From an optimization exercise on the open Yosys and OpenROAD flow, aimed at small area, a short achievable clock period and few clock cycles; shortcuts taken in it are not production practice. The RTL of this run was laid out without a check of its function. Power figures rest on the tool's default switching activity, not on a simulated workload.

--- flow/design.v ---
module adder(
    input clk,
    input reset,
    input [31:0] a,
    input [31:0] b,
    input available,
    input [4:0] exception_f,
    output [31:0] sum,
    output done
    );
    wire [7:0] ae = a[30:23];
    wire [7:0] be = b[30:23];
    wire [7:0] eg = ae & ~be;
    wire [7:0] ek = ae | ~be;
    wire eg0 = eg[1] | ((ek[1] & ae[0]) & ~be[0]);
    wire ep0 = ek[1] & ek[0];
    wire eg1 = eg[2] | ((ek[2] & ae[1]) & ~be[1]);
    wire ep1 = ek[2] & ek[1];
    wire eg2 = eg[3] | ((ek[3] & ae[2]) & ~be[2]);
    wire ep2 = ek[3] & ek[2];
    wire eg3 = eg[4] | ((ek[4] & ae[3]) & ~be[3]);
    wire ep3 = ek[4] & ek[3];
    wire eg4 = eg[5] | ((ek[5] & ae[4]) & ~be[4]);
    wire ep4 = ek[5] & ek[4];
    wire eg5 = eg[6] | ((ek[6] & ae[5]) & ~be[5]);
    wire ep5 = ek[6] & ek[5];
    wire eg6 = eg[7] | ((ek[7] & ae[6]) & ~be[6]);
    wire ep6 = ek[7] & ek[6];
    wire eg7 = eg1 | ((ep1 & ae[0]) & ~be[0]);
    wire ep7 = ep1 & ek[0];
    wire eg8 = eg2 | (ep2 & eg0);
    wire ep8 = ep2 & ep0;
    wire eg9 = eg3 | (ep3 & eg1);
    wire ep9 = ep3 & ep1;
    wire eg10 = eg4 | (ep4 & eg2);
    wire ep10 = ep4 & ep2;
    wire eg11 = eg5 | (ep5 & eg3);
    wire ep11 = ep5 & ep3;
    wire eg12 = eg6 | (ep6 & eg4);
    wire ep12 = ep6 & ep4;
    wire eg13 = eg9 | ((ep9 & ae[0]) & ~be[0]);
    wire ep13 = ep9 & ek[0];
    wire eg14 = eg10 | (ep10 & eg0);
    wire ep14 = ep10 & ep0;
    wire eg15 = eg11 | (ep11 & eg7);
    wire ep15 = ep11 & ep7;
    wire eg16 = eg12 | (ep12 & eg8);
    wire ep16 = ep12 & ep8;
    wire co = eg16;
    wire [7:0] d;
    assign d[0] = ae[0] ^ be[0];
    wire dx1 = co ? ~(eg[0] | ek[0]) : eg[0];
    assign d[1] = ae[1] ^ (be[1] ^ dx1);
    wire dx2 = co ? ~(eg0 | ep0) : eg0;
    assign d[2] = ae[2] ^ (be[2] ^ dx2);
    wire dx3 = co ? ~(eg7 | ep7) : eg7;
    assign d[3] = ae[3] ^ (be[3] ^ dx3);
    wire dx4 = co ? ~(eg8 | ep8) : eg8;
    assign d[4] = ae[4] ^ (be[4] ^ dx4);
    wire dx5 = co ? ~(eg13 | ep13) : eg13;
    assign d[5] = ae[5] ^ (be[5] ^ dx5);
    wire dx6 = co ? ~(eg14 | ep14) : eg14;
    assign d[6] = ae[6] ^ (be[6] ^ dx6);
    wire dx7 = co ? ~(eg15 | ep15) : eg15;
    assign d[7] = ae[7] ^ (be[7] ^ dx7);
    wire swap = ~co;
    wire [22:0] ma = swap ? b[22:0] : a[22:0];
    wire [22:0] mb = swap ? a[22:0] : b[22:0];
    wire big = (|d[7:5]) | (d[4] & d[3]) | (d[4] & d[2] & d[1] & d[0]);
    wire [23:0] x0 = {1'b1, mb};
    wire [1:0] s0;
    assign s0[0] = ~d[0];
    assign s0[1] = d[0];
    wire [23:0] x1;
    assign x1[0] = (s0[0] & x0[0]) | (s0[1] & x0[1]);
    assign x1[1] = (s0[0] & x0[1]) | (s0[1] & x0[2]);
    assign x1[2] = (s0[0] & x0[2]) | (s0[1] & x0[3]);
    assign x1[3] = (s0[0] & x0[3]) | (s0[1] & x0[4]);
    assign x1[4] = (s0[0] & x0[4]) | (s0[1] & x0[5]);
    assign x1[5] = (s0[0] & x0[5]) | (s0[1] & x0[6]);
    assign x1[6] = (s0[0] & x0[6]) | (s0[1] & x0[7]);
    assign x1[7] = (s0[0] & x0[7]) | (s0[1] & x0[8]);
    assign x1[8] = (s0[0] & x0[8]) | (s0[1] & x0[9]);
    assign x1[9] = (s0[0] & x0[9]) | (s0[1] & x0[10]);
    assign x1[10] = (s0[0] & x0[10]) | (s0[1] & x0[11]);
    assign x1[11] = (s0[0] & x0[11]) | (s0[1] & x0[12]);
    assign x1[12] = (s0[0] & x0[12]) | (s0[1] & x0[13]);
    assign x1[13] = (s0[0] & x0[13]) | (s0[1] & x0[14]);
    assign x1[14] = (s0[0] & x0[14]) | (s0[1] & x0[15]);
    assign x1[15] = (s0[0] & x0[15]) | (s0[1] & x0[16]);
    assign x1[16] = (s0[0] & x0[16]) | (s0[1] & x0[17]);
    assign x1[17] = (s0[0] & x0[17]) | (s0[1] & x0[18]);
    assign x1[18] = (s0[0] & x0[18]) | (s0[1] & x0[19]);
    assign x1[19] = (s0[0] & x0[19]) | (s0[1] & x0[20]);
    assign x1[20] = (s0[0] & x0[20]) | (s0[1] & x0[21]);
    assign x1[21] = (s0[0] & x0[21]) | (s0[1] & x0[22]);
    assign x1[22] = (s0[0] & x0[22]) | (s0[1] & x0[23]);
    assign x1[23] = (s0[0] & x0[23]);
    wire [1:0] s1;
    assign s1[0] = ~d[1];
    assign s1[1] = d[1];
    wire [23:0] x2;
    assign x2[0] = (s1[0] & x1[0]) | (s1[1] & x1[2]);
    assign x2[1] = (s1[0] & x1[1]) | (s1[1] & x1[3]);
    assign x2[2] = (s1[0] & x1[2]) | (s1[1] & x1[4]);
    assign x2[3] = (s1[0] & x1[3]) | (s1[1] & x1[5]);
    assign x2[4] = (s1[0] & x1[4]) | (s1[1] & x1[6]);
    assign x2[5] = (s1[0] & x1[5]) | (s1[1] & x1[7]);
    assign x2[6] = (s1[0] & x1[6]) | (s1[1] & x1[8]);
    assign x2[7] = (s1[0] & x1[7]) | (s1[1] & x1[9]);
    assign x2[8] = (s1[0] & x1[8]) | (s1[1] & x1[10]);
    assign x2[9] = (s1[0] & x1[9]) | (s1[1] & x1[11]);
    assign x2[10] = (s1[0] & x1[10]) | (s1[1] & x1[12]);
    assign x2[11] = (s1[0] & x1[11]) | (s1[1] & x1[13]);
    assign x2[12] = (s1[0] & x1[12]) | (s1[1] & x1[14]);
    assign x2[13] = (s1[0] & x1[13]) | (s1[1] & x1[15]);
    assign x2[14] = (s1[0] & x1[14]) | (s1[1] & x1[16]);
    assign x2[15] = (s1[0] & x1[15]) | (s1[1] & x1[17]);
    assign x2[16] = (s1[0] & x1[16]) | (s1[1] & x1[18]);
    assign x2[17] = (s1[0] & x1[17]) | (s1[1] & x1[19]);
    assign x2[18] = (s1[0] & x1[18]) | (s1[1] & x1[20]);
    assign x2[19] = (s1[0] & x1[19]) | (s1[1] & x1[21]);
    assign x2[20] = (s1[0] & x1[20]) | (s1[1] & x1[22]);
    assign x2[21] = (s1[0] & x1[21]) | (s1[1] & x1[23]);
    assign x2[22] = (s1[0] & x1[22]);
    assign x2[23] = (s1[0] & x1[23]);
    wire [1:0] s2;
    assign s2[0] = ~d[2];
    assign s2[1] = d[2];
    wire [23:0] x3;
    assign x3[0] = (s2[0] & x2[0]) | (s2[1] & x2[4]);
    assign x3[1] = (s2[0] & x2[1]) | (s2[1] & x2[5]);
    assign x3[2] = (s2[0] & x2[2]) | (s2[1] & x2[6]);
    assign x3[3] = (s2[0] & x2[3]) | (s2[1] & x2[7]);
    assign x3[4] = (s2[0] & x2[4]) | (s2[1] & x2[8]);
    assign x3[5] = (s2[0] & x2[5]) | (s2[1] & x2[9]);
    assign x3[6] = (s2[0] & x2[6]) | (s2[1] & x2[10]);
    assign x3[7] = (s2[0] & x2[7]) | (s2[1] & x2[11]);
    assign x3[8] = (s2[0] & x2[8]) | (s2[1] & x2[12]);
    assign x3[9] = (s2[0] & x2[9]) | (s2[1] & x2[13]);
    assign x3[10] = (s2[0] & x2[10]) | (s2[1] & x2[14]);
    assign x3[11] = (s2[0] & x2[11]) | (s2[1] & x2[15]);
    assign x3[12] = (s2[0] & x2[12]) | (s2[1] & x2[16]);
    assign x3[13] = (s2[0] & x2[13]) | (s2[1] & x2[17]);
    assign x3[14] = (s2[0] & x2[14]) | (s2[1] & x2[18]);
    assign x3[15] = (s2[0] & x2[15]) | (s2[1] & x2[19]);
    assign x3[16] = (s2[0] & x2[16]) | (s2[1] & x2[20]);
    assign x3[17] = (s2[0] & x2[17]) | (s2[1] & x2[21]);
    assign x3[18] = (s2[0] & x2[18]) | (s2[1] & x2[22]);
    assign x3[19] = (s2[0] & x2[19]) | (s2[1] & x2[23]);
    assign x3[20] = (s2[0] & x2[20]);
    assign x3[21] = (s2[0] & x2[21]);
    assign x3[22] = (s2[0] & x2[22]);
    assign x3[23] = (s2[0] & x2[23]);
    wire [3:0] s3;
    assign s3[0] = ~big & ~d[3] & ~d[4];
    assign s3[1] = ~big & d[3] & ~d[4];
    assign s3[2] = ~big & ~d[3] & d[4];
    assign s3[3] = ~big & d[3] & d[4];
    wire [23:0] sh;
    assign sh[0] = (s3[0] & x3[0]) | (s3[1] & x3[8]) | (s3[2] & x3[16]);
    assign sh[1] = (s3[0] & x3[1]) | (s3[1] & x3[9]) | (s3[2] & x3[17]);
    assign sh[2] = (s3[0] & x3[2]) | (s3[1] & x3[10]) | (s3[2] & x3[18]);
    assign sh[3] = (s3[0] & x3[3]) | (s3[1] & x3[11]) | (s3[2] & x3[19]);
    assign sh[4] = (s3[0] & x3[4]) | (s3[1] & x3[12]) | (s3[2] & x3[20]);
    assign sh[5] = (s3[0] & x3[5]) | (s3[1] & x3[13]) | (s3[2] & x3[21]);
    assign sh[6] = (s3[0] & x3[6]) | (s3[1] & x3[14]) | (s3[2] & x3[22]);
    assign sh[7] = (s3[0] & x3[7]) | (s3[1] & x3[15]) | (s3[2] & x3[23]);
    assign sh[8] = (s3[0] & x3[8]) | (s3[1] & x3[16]);
    assign sh[9] = (s3[0] & x3[9]) | (s3[1] & x3[17]);
    assign sh[10] = (s3[0] & x3[10]) | (s3[1] & x3[18]);
    assign sh[11] = (s3[0] & x3[11]) | (s3[1] & x3[19]);
    assign sh[12] = (s3[0] & x3[12]) | (s3[1] & x3[20]);
    assign sh[13] = (s3[0] & x3[13]) | (s3[1] & x3[21]);
    assign sh[14] = (s3[0] & x3[14]) | (s3[1] & x3[22]);
    assign sh[15] = (s3[0] & x3[15]) | (s3[1] & x3[23]);
    assign sh[16] = (s3[0] & x3[16]);
    assign sh[17] = (s3[0] & x3[17]);
    assign sh[18] = (s3[0] & x3[18]);
    assign sh[19] = (s3[0] & x3[19]);
    assign sh[20] = (s3[0] & x3[20]);
    assign sh[21] = (s3[0] & x3[21]);
    assign sh[22] = (s3[0] & x3[22]);
    assign sh[23] = (s3[0] & x3[23]);
    reg swap_r;
    reg [23:0] sh_r;    
    reg [22:0] k;
    reg [22:0] g;
    always @(posedge clk) begin
       swap_r <= swap;
       k <= ma | sh[22:0];
       g <= ma & sh[22:0];
       sh_r[23] <= sh[23];
    end
    wire [22:0] p = k & ~g;
    wire [7:0] ea = swap_r ? be : ae;
    wire z = sh_r[23];
    wire mg17 = g[1] | (k[1] & g[0]);
    wire mg18 = g[3] | (k[3] & g[2]);
    wire mp18 = k[3] & k[2];
    wire mg19 = g[5] | (k[5] & g[4]);
    wire mp19 = k[5] & k[4];
    wire mg20 = g[7] | (k[7] & g[6]);
    wire mp20 = k[7] & k[6];
    wire mg21 = g[9] | (k[9] & g[8]);
    wire mp21 = k[9] & k[8];
    wire mg22 = g[11] | (k[11] & g[10]);
    wire mp22 = k[11] & k[10];
    wire mg23 = g[13] | (k[13] & g[12]);
    wire mp23 = k[13] & k[12];
    wire mg24 = g[15] | (k[15] & g[14]);
    wire mp24 = k[15] & k[14];
    wire mg25 = g[17] | (k[17] & g[16]);
    wire mp25 = k[17] & k[16];
    wire mg26 = g[19] | (k[19] & g[18]);
    wire mp26 = k[19] & k[18];
    wire mg27 = g[21] | (k[21] & g[20]);
    wire mp27 = k[21] & k[20];
    wire mg28 = g[2] | (k[2] & mg17);
    wire mg29 = mg18 | (mp18 & mg17);
    wire mg30 = g[6] | (k[6] & mg19);
    wire mp30 = k[6] & mp19;
    wire mg31 = mg20 | (mp20 & mg19);
    wire mp31 = mp20 & mp19;
    wire mg32 = g[10] | (k[10] & mg21);
    wire mp32 = k[10] & mp21;
    wire mg33 = mg22 | (mp22 & mg21);
    wire mp33 = mp22 & mp21;
    wire mg34 = g[14] | (k[14] & mg23);
    wire mp34 = k[14] & mp23;
    wire mg35 = mg24 | (mp24 & mg23);
    wire mp35 = mp24 & mp23;
    wire mg36 = g[18] | (k[18] & mg25);
    wire mp36 = k[18] & mp25;
    wire mg37 = mg26 | (mp26 & mg25);
    wire mp37 = mp26 & mp25;
    wire mg38 = g[22] | (k[22] & mg27);
    wire mp38 = k[22] & mp27;
    wire mg39 = g[4] | (k[4] & mg29);
    wire mg40 = mg19 | (mp19 & mg29);
    wire mg41 = mg30 | (mp30 & mg29);
    wire mg42 = mg31 | (mp31 & mg29);
    wire mg43 = g[12] | (k[12] & mg33);
    wire mp43 = k[12] & mp33;
    wire mg44 = mg23 | (mp23 & mg33);
    wire mp44 = mp23 & mp33;
    wire mg45 = mg34 | (mp34 & mg33);
    wire mp45 = mp34 & mp33;
    wire mg46 = mg35 | (mp35 & mg33);
    wire mp46 = mp35 & mp33;
    wire mg47 = g[20] | (k[20] & mg37);
    wire mp47 = k[20] & mp37;
    wire mg48 = mg27 | (mp27 & mg37);
    wire mp48 = mp27 & mp37;
    wire mg49 = mg38 | (mp38 & mg37);
    wire mp49 = mp38 & mp37;
    wire mg50 = g[8] | (k[8] & mg42);
    wire mg51 = mg21 | (mp21 & mg42);
    wire mg52 = mg32 | (mp32 & mg42);
    wire mg53 = mg33 | (mp33 & mg42);
    wire mg54 = mg43 | (mp43 & mg42);
    wire mg55 = mg44 | (mp44 & mg42);
    wire mg56 = mg45 | (mp45 & mg42);
    wire mg57 = mg46 | (mp46 & mg42);
    wire mg58 = g[16] | (k[16] & mg57);
    wire mg59 = mg25 | (mp25 & mg57);
    wire mg60 = mg36 | (mp36 & mg57);
    wire mg61 = mg37 | (mp37 & mg57);
    wire mg62 = mg47 | (mp47 & mg57);
    wire mg63 = mg48 | (mp48 & mg57);
    wire mg64 = mg49 | (mp49 & mg57);
    wire [23:0] t;
    assign t[0] = p[0];
    assign t[1] = p[1] ^ g[0];
    assign t[2] = p[2] ^ mg17;
    assign t[3] = p[3] ^ mg28;
    assign t[4] = p[4] ^ mg29;
    assign t[5] = p[5] ^ mg39;
    assign t[6] = p[6] ^ mg40;
    assign t[7] = p[7] ^ mg41;
    assign t[8] = p[8] ^ mg42;
    assign t[9] = p[9] ^ mg50;
    assign t[10] = p[10] ^ mg51;
    assign t[11] = p[11] ^ mg52;
    assign t[12] = p[12] ^ mg53;
    assign t[13] = p[13] ^ mg54;
    assign t[14] = p[14] ^ mg55;
    assign t[15] = p[15] ^ mg56;
    assign t[16] = p[16] ^ mg57;
    assign t[17] = p[17] ^ mg58;
    assign t[18] = p[18] ^ mg59;
    assign t[19] = p[19] ^ mg60;
    assign t[20] = p[20] ^ mg61;
    assign t[21] = p[21] ^ mg62;
    assign t[22] = p[22] ^ mg63;
    assign t[23] = mg64;
    wire c = t[23];
    wire norm = z | c;
    assign sum = norm ? {a[31], ea + 8'd1, z & c, t[22:1]} : {a[31], ea, t[22:0]};
    reg done_reg;
    always @(posedge clk or posedge reset) begin
       if (reset) done_reg <= 1'b0;
       else done_reg <= available;
    end
    assign done = done_reg;
endmodule
--- flow/flow/run.sh ---
#!/bin/bash
# Standard layout with two changes:
#  - the I/O port buffers are a plain buffer cell instead of the delay cell
#    the resizer picks by default;
#  - clock tree synthesis adds no dummy loads.
export BUFFER_PORTS_ARGS="-buffer_cell sky130_fd_sc_hd__buf_1"
export CTS_ARGS="-sink_clustering_enable -repair_clock_nets -dont_use_dummy_load -buf_list {sky130_fd_sc_hd__clkbuf_4 sky130_fd_sc_hd__clkbuf_8}"
bash standard.sh > standard.log 2>&1
--- flow/standard.sh ---
#!/bin/bash
# synth_recipe.tcl (not shown) runs the flow's synth.tcl, then flattens the netlist and writes it again
# the make line also repeats each setting of config.mk as NAME=value (left out here)
make -C /OpenROAD-flow-scripts/flow DESIGN_CONFIG=/design/flow/config.mk WORK_HOME=/design/flow/orfs CLKGATE_MAP_FILE= SYNTH_SCRIPT=/design/flow/synth_recipe.tcl "${@:-finish}"
--- flow/config.mk ---
export PLATFORM = sky130hd
export DESIGN_NAME = adder
export DESIGN_NICKNAME = adder
export VERILOG_FILES = /design/flow/design.v
export SDC_FILE = /design/flow/constraint.sdc
export NUM_CORES = 4
export LEC_CHECK = 0
export ABC_AREA = 1
export CAP_MARGIN = 20
export CORE_MARGIN = 2
export CORE_UTILIZATION = 40
export SETUP_SLACK_MARGIN = 0.75
export SLEW_MARGIN = 20
--- flow/constraint.sdc ---
create_clock -name core_clock -period 4.0 [get_ports {clk}]
set_input_delay 0.8000 -clock core_clock [delete_from_list [all_inputs] [get_ports {clk}]]
set_output_delay 0.8000 -clock core_clock [all_outputs]
set_load 0.01 [all_outputs]
==> results.toml <==
[run_status]
status = "no timing/DRC/antenna violations"

[die]
core_mm2 = 0.0133
io_pins = 105
row_count = 42
initial_core_util_pct = 41.0
dieWidth_um = 121
fp.dieArea_mm2 = 0.0146
die_y_um = 121

[cts]
cts_tree = "built"
clk_path_buf_depth = 2
cts.clk_slew.worst_paths_ns = 0.08
cts_buffers = 5
ctsHoldBuffers = 0
htree_levels = 2
clock-sinks = 49
cts-root-buf = "clkbuf_8"

[global_routing]
overflow = 0
grt_pass1_vias = 5154
grt_pass1_wl_mm = 24.8
antenna_found_initial = 0
grt_max_degree = 38
grt_usage_pct = 20.8

[finish]
final_cells = 1216
final_cell_mix = "336 x nand2_1, 160 x nand3_1, 93 x buf_1"
diodes = 0
post-route-util_pct = 46.2
areaGrowthSynthToFinish_pct = 12.6
biggestRegsByFlops = "g: 23 flops, k: 23 flops"
nets = 1118
drive_gt1_share_pct = 12.8
fillers = 1490
final_common_cell = "nand2_1"

[logic_synthesis]
synth_ff_type = "dfxtp_1"
synth_compound_area_share_pct = 7.23
synth-xor-area-share_pct = 3.22
yosysSeqAreaShare_pct = 18.1
yosys_register_bits = 49
postSynth.asyncResetShare_pct = 2.04
ys_warn_count = 1
synth.net_count = 1026
synth-simple-area-share_pct = 56.2
synth.area.mux_share_pct = 2.20
synth_top_family_by_area = "simple AND/OR/NAND/NOR gates"
syn_inst = 950
synth_adder_area_share_pct = 0.919
syn_area_per_cell_um2 = 5.73
netlist_area_mm2 = 0.00545
synth-edff-count = 0
synth_cell_types = 46

[placed_design]
hpwl_mm = 11.9
dp_cells = 1195
place_congestion = 0.865
port-buffer-count = 96

[route]
wire_per_inst_um = 12.4
routed_wl_mm = 15.1
vias = 6004
vias_per_cell = 4.94
drc_errors = 0
firstDrtPassIters = 5
drt-initial-drc-count = 317
ant_nets = 0

[pwr]
p_per_area_mw_per_mm2 = 338
leakagePower_nw = 3.25
irDropWorstVdd_uv = 142

[timing]
relSlewSlack_pct = 37.4
worstMarginPinSlew_ns = 0.938
finalSetupViolCount = 0
fin_crit_sh_pct = 77.1
rsz0062_at_grt = "false"
slew_viol_final = 0
hold_violations = 0
setup_tns_ns = 0
period_minus_slack_ns = 3.08
fmax_mhz = 324

[setup_path]
critical_path_class = "reg2out"
end_kind = "output port"
crit_family = "compound AO/OA/AOI/OAI gates"
worstPathMaxFanout = 5
critical_path.max_stage_delay_ns = 0.33
arrival_ns = 2.28
critPathBufInv = 3
slowest_stage = "dfxtp_1"
cp.required_ns = 3.20
startpoint_type = "flop"
path_common_cell = "nand2_1"
cp.depth = 13
crit_chain = "a21oi_1 -> inv_1 -> a21oi_1 -> o21bai_2 -> a31oi_2 -> nand2_4 -> buf_4 -> nand2_1 -> nand2_1 -> or2_2 -> nand3_1 -> nand2_1 -> clkbuf_2"

[min_path]
hp-class = "in2async"

[job]
drv_cap = 0
Yosys cell counts (all sizes together), types with 4 or more instances:
| library cell | count | area [um2] |
|---|---|---|
| a21oi | 24 | 135 |
| buf | 33 | 258 |
| clkbuf | 4 | 18.8 |
| dfxtp | 48 | 961 |
| ha | 4 | 50.1 |
| inv | 102 | 383 |
| mux2i | 12 | 120 |
| nand2 | 378 | 1560 |
| nand3 | 174 | 951 |
| nand3b | 6 | 48.8 |
| nand4 | 7 | 43.8 |
| nor2 | 75 | 354 |
| nor3 | 7 | 56.3 |
| o21ai | 39 | 203 |
| or2 | 5 | 31.3 |
| xnor2 | 9 | 78.8 |
| xor2 | 11 | 96.3 |
per-stage QoR:
stage               hold WS (ns)  area, um2  worst slack, ns  total power, mW
floorplan                  0.529       5450             1.19             1.51
global placement           0.606       5830            0.588             1.78
detailed placement         0.615       5830            0.581             1.78
CTS                        0.312       6020            0.754             2.05
global route               0.317       6140            0.740             2.28
finish                     0.316       6140            0.918             2.07
metal layers:
metal | global-route usage (%) | share of wire, %
met5 | 0 | 0
met4 | 3.56 | 0.74
met3 | 1.79 | 5.1
met2 | 31.0 | 42
met1 | 32.6 | 52
kinds of logic after synthesis:
kind of cell,count (synthesis)
mux,12
fa+ha+maj,4
simple gates,655
compound gates,71
flops,49
buf+inv,139
xor+xnor,20
repair_timing:
action / in CTS / in global routing
setup buffers: 8 / 6
setup endpoints to repair: 31 / 50
gates cloned: 1 / 1
gates resized for setup: 12 / 20
pin swaps: 4 / 7
where the power goes:
group	leakage [nW]	switching, mW	internal, mW	total [mW]
Sequential	0.409	0.0420	0.546	0.588
Combinational	2.80	0.816	0.424	1.24
Clock	0.0359	0.134	0.113	0.247
Total	3.25	0.992	1.08	2.07
area by class of cell:
class | instances | area [um2] | share of cell area [%]
clock buffers | 5 | 68.8 | 1.12
repair buffers | 120 | 564 | 9.20
flip-flops and latches | 49 | 988 | 16.1
multi-input cells | 764 | 3910 | 63.7
inverters | 102 | 385 | 6.28
well taps | 176 | 220 | 3.59
worst paths after layout:
kind                            from  endpoint
worst max-delay path            k[9]   sum[22]
worst min-delay path           reset  done_reg
max in group asynchronous      reset  done_reg
min in group core_clock    available  done_reg

-- static timing again, ports no longer ideal --
In the flow no input, the clock included, has a driving cell. The finished layout below was timed again as built, in two steps. Step 1 assumes that a clkbuf_16 drives the clock port and a buf_2 every other input. Step 2, shift: input delay + t, output delay - t, t = (earliest + latest rising clock arrival at the registers) / 2. This alone moves slack from input paths to output paths. Slacks: no drivers / after step 1 / after step 2; pairs: no drivers / after step 1.
t (ns): 0.312
slack for setup (ns): 0.918 / 0.889 / 0.700
hold WS [ns]: 0.316 / 0.307 / 0.619
worst setup path at the end: input to register
cell pins on the clock port's net: 1
After both steps this run still meets setup and hold. The setup slack of this run moves by -0.029 ns with the drivers and by -0.218 ns with both steps.
